From an optimization exercise on the open Yosys and OpenROAD flow, aimed at small area, a short achievable clock period and few clock cycles per item; shortcuts taken in it are not production practice.
Only simulation tests tie the RTL to the original design; equivalence was not proved.

## wip/umber
## dotproduct
module dotproduct (
    input  logic         clk_i,
    input  logic         rst_ni,
    input  logic         start_i,
    input  logic [7:0]   nnz_i,
    input  logic [31:0]  a0_i, a1_i, a2_i, a3_i, a4_i,
                         a5_i, a6_i, a7_i, a8_i, a9_i,
    input  logic [31:0]  b0_i, b1_i, b2_i, b3_i, b4_i,
                         b5_i, b6_i, b7_i, b8_i, b9_i,
    input  logic [31:0]  c_i,
    output logic [63:0]  result_o,
    output logic         busy_o,
    output logic         result_valid_o,
    output logic [31:0]  cycle_count_o
);
    logic        fvalid;      
    logic        fetching;    
    logic        flast;       
    logic        valid_q;
    logic [3:0]  cnt_q;       
    logic [3:0]  idx;         
    logic        ch;          
    logic [31:0] M;           
    logic [7:0]  bneg, bone, btwo;    
    logic        sh;          
    logic [63:0] acc;
    wire start_ok = start_i & ~fvalid;
    wire go       = start_ok | fetching;
    logic [31:0] A, B;
    always_comb begin
        case (idx)
            4'd0: begin A = a0_i; B = b0_i; end
            4'd1: begin A = a1_i; B = b1_i; end
            4'd2: begin A = a2_i; B = b2_i; end
            4'd3: begin A = a3_i; B = b3_i; end
  ...
Size: about 3900 cells after synthesis, roughly 130 flip-flops, ~780 I/O pins, ~0.026 sq mm of cells after synthesis.
export LEC_CHECK = 0
export ABC_AREA = 1
export CAP_MARGIN = 20
export CORE_MARGIN = 2
export CORE_UTILIZATION = 40
export SLEW_MARGIN = 20
create_clock -name core_clock -period 15.0 [get_ports {clk_i}]
standard.sh (not shown) runs the stock make flow with config.mk's settings and CLKGATE_MAP_FILE= SYNTH_SCRIPT=/design/flow/synth_recipe.tcl, a recipe that flattens the netlist after the stock synthesis.
==> flow/flow/run.sh <==
#!/bin/bash
set -o pipefail
export BUFFER_PORTS_ARGS="-buffer_cell sky130_fd_sc_hd__buf_1"
bash standard.sh finish > standard.log 2>&1
Testbench counts of wip/umber, summed over its fixed seeds: cycles 18,851, items 2,400.
### wip/umber -> wip/harbor
==> flow/flow/run.sh <==
#!/bin/bash
set -o pipefail
export BUFFER_PORTS_ARGS="-buffer_cell sky130_fd_sc_hd__buf_1"
bash standard.sh SETUP_SLACK_MARGIN=9.5 finish > standard.log 2>&1
Findings:
- In terms of number of placed instances, taps included, wip/harbor and wip/umber differ only marginally.
- Clock-buffer cell count in wip/harbor is 2 lower than in wip/umber
- Lower non-clock buffer count in the final layout was reported by wip/umber, not wip/harbor.
- Diff wip/harbor and wip/umber: post-layout instance area higher in wip/harbor
- Higher number of cells in the finished layout apart from fillers goes to wip/harbor over wip/umber.
[inputs] wip/amber vs wip/harbor
==> flow/flow/run.sh <==
#!/bin/bash
set -o pipefail
export BUFFER_PORTS_ARGS="-buffer_cell sky130_fd_sc_hd__buf_1"
bash standard.sh SETUP_SLACK_MARGIN=8 finish > standard.log 2>&1
## What came out
Worst path arrival time, wip/amber and wip/harbor, higher one = wip/amber. wip/amber and wip/harbor ended up with roughly the same cell count after placement. wip/amber reports a higher count of clock-buffer cells in the layout than wip/harbor does. Going from wip/harbor to wip/amber, data required time of the critical path moved down; fraction of area in registers increased by 1.1 points relative to the old numbers; design area lost 14%. Critical path depth, wip/amber and wip/harbor, lower one = wip/harbor. Comparing wip/harbor with wip/amber, the worst-skew pair later-pin latency came out essentially unchanged.
Relative to wip/amber, the following input files were edited for wip/sierra:
==> flow/run.sh (new file) <==
#!/bin/bash
# synth_recipe.tcl (not shown) runs the flow's synth.tcl, then flattens the netlist and writes it again
# the make line also repeats each setting of config.mk as NAME=value (left out here)
make -C /OpenROAD-flow-scripts/flow DESIGN_CONFIG=/design/flow/config.mk WORK_HOME=/design/flow/orfs CLKGATE_MAP_FILE= SYNTH_SCRIPT=/design/flow/synth_recipe.tcl finish
removed: flow/flow/run.sh
removed: flow/standard.sh
Findings:
wip/sierra vs. wip/amber: sequential share of layout area now smaller, number of hold-repair buffers added at the cts stage comparable, routed length on met2 now smaller.
Per the comparison of wip/sierra with wip/amber, transition at the pin with the smallest max-transition slack saw a decrease; critical path depth saw a decrease; worst slew margin relative to its limit saw an increase; area of combinational cells with multiple inputs saw little to no change; global-route total usage across every layer saw a decrease.
Async set-reset flop share out of synthesis: wip/amber vs wip/sierra identical
Fraction of area in clock buffers and inverters, wip/sierra and wip/amber: larger value in wip/amber

separate check: timing with driven ports:
No port has a modelled driver above. Below, the same layouts with a new extraction and two added sets of constraints. Step 1 assumes that a clkbuf_16 drives the clock port and a buf_2 every other input. Step 2 moves the port delays by t, midway between the first and last clock arrival at a register: inputs arrive t later, outputs are due t later. That takes back most of the time a late clock gives input paths. Three values: no drivers, after step 1, after step 2; two values: the first two.
run	shift t [ns]	setup slack, ns	slew at the worst register clock pin (ns)
wip/umber	0.552	8.008 / 8.008 / 8.008	0.07 / 0.07
wip/harbor	0.550	8.995 / 8.995 / 8.995	0.08 / 0.08
wip/amber	0.552	8.285 / 8.285 / 8.285	0.07 / 0.07
wip/sierra	0.560	8.100 / 8.100 / 8.100	0.08 / 0.08
After both steps setup and hold are still met in every run listed.
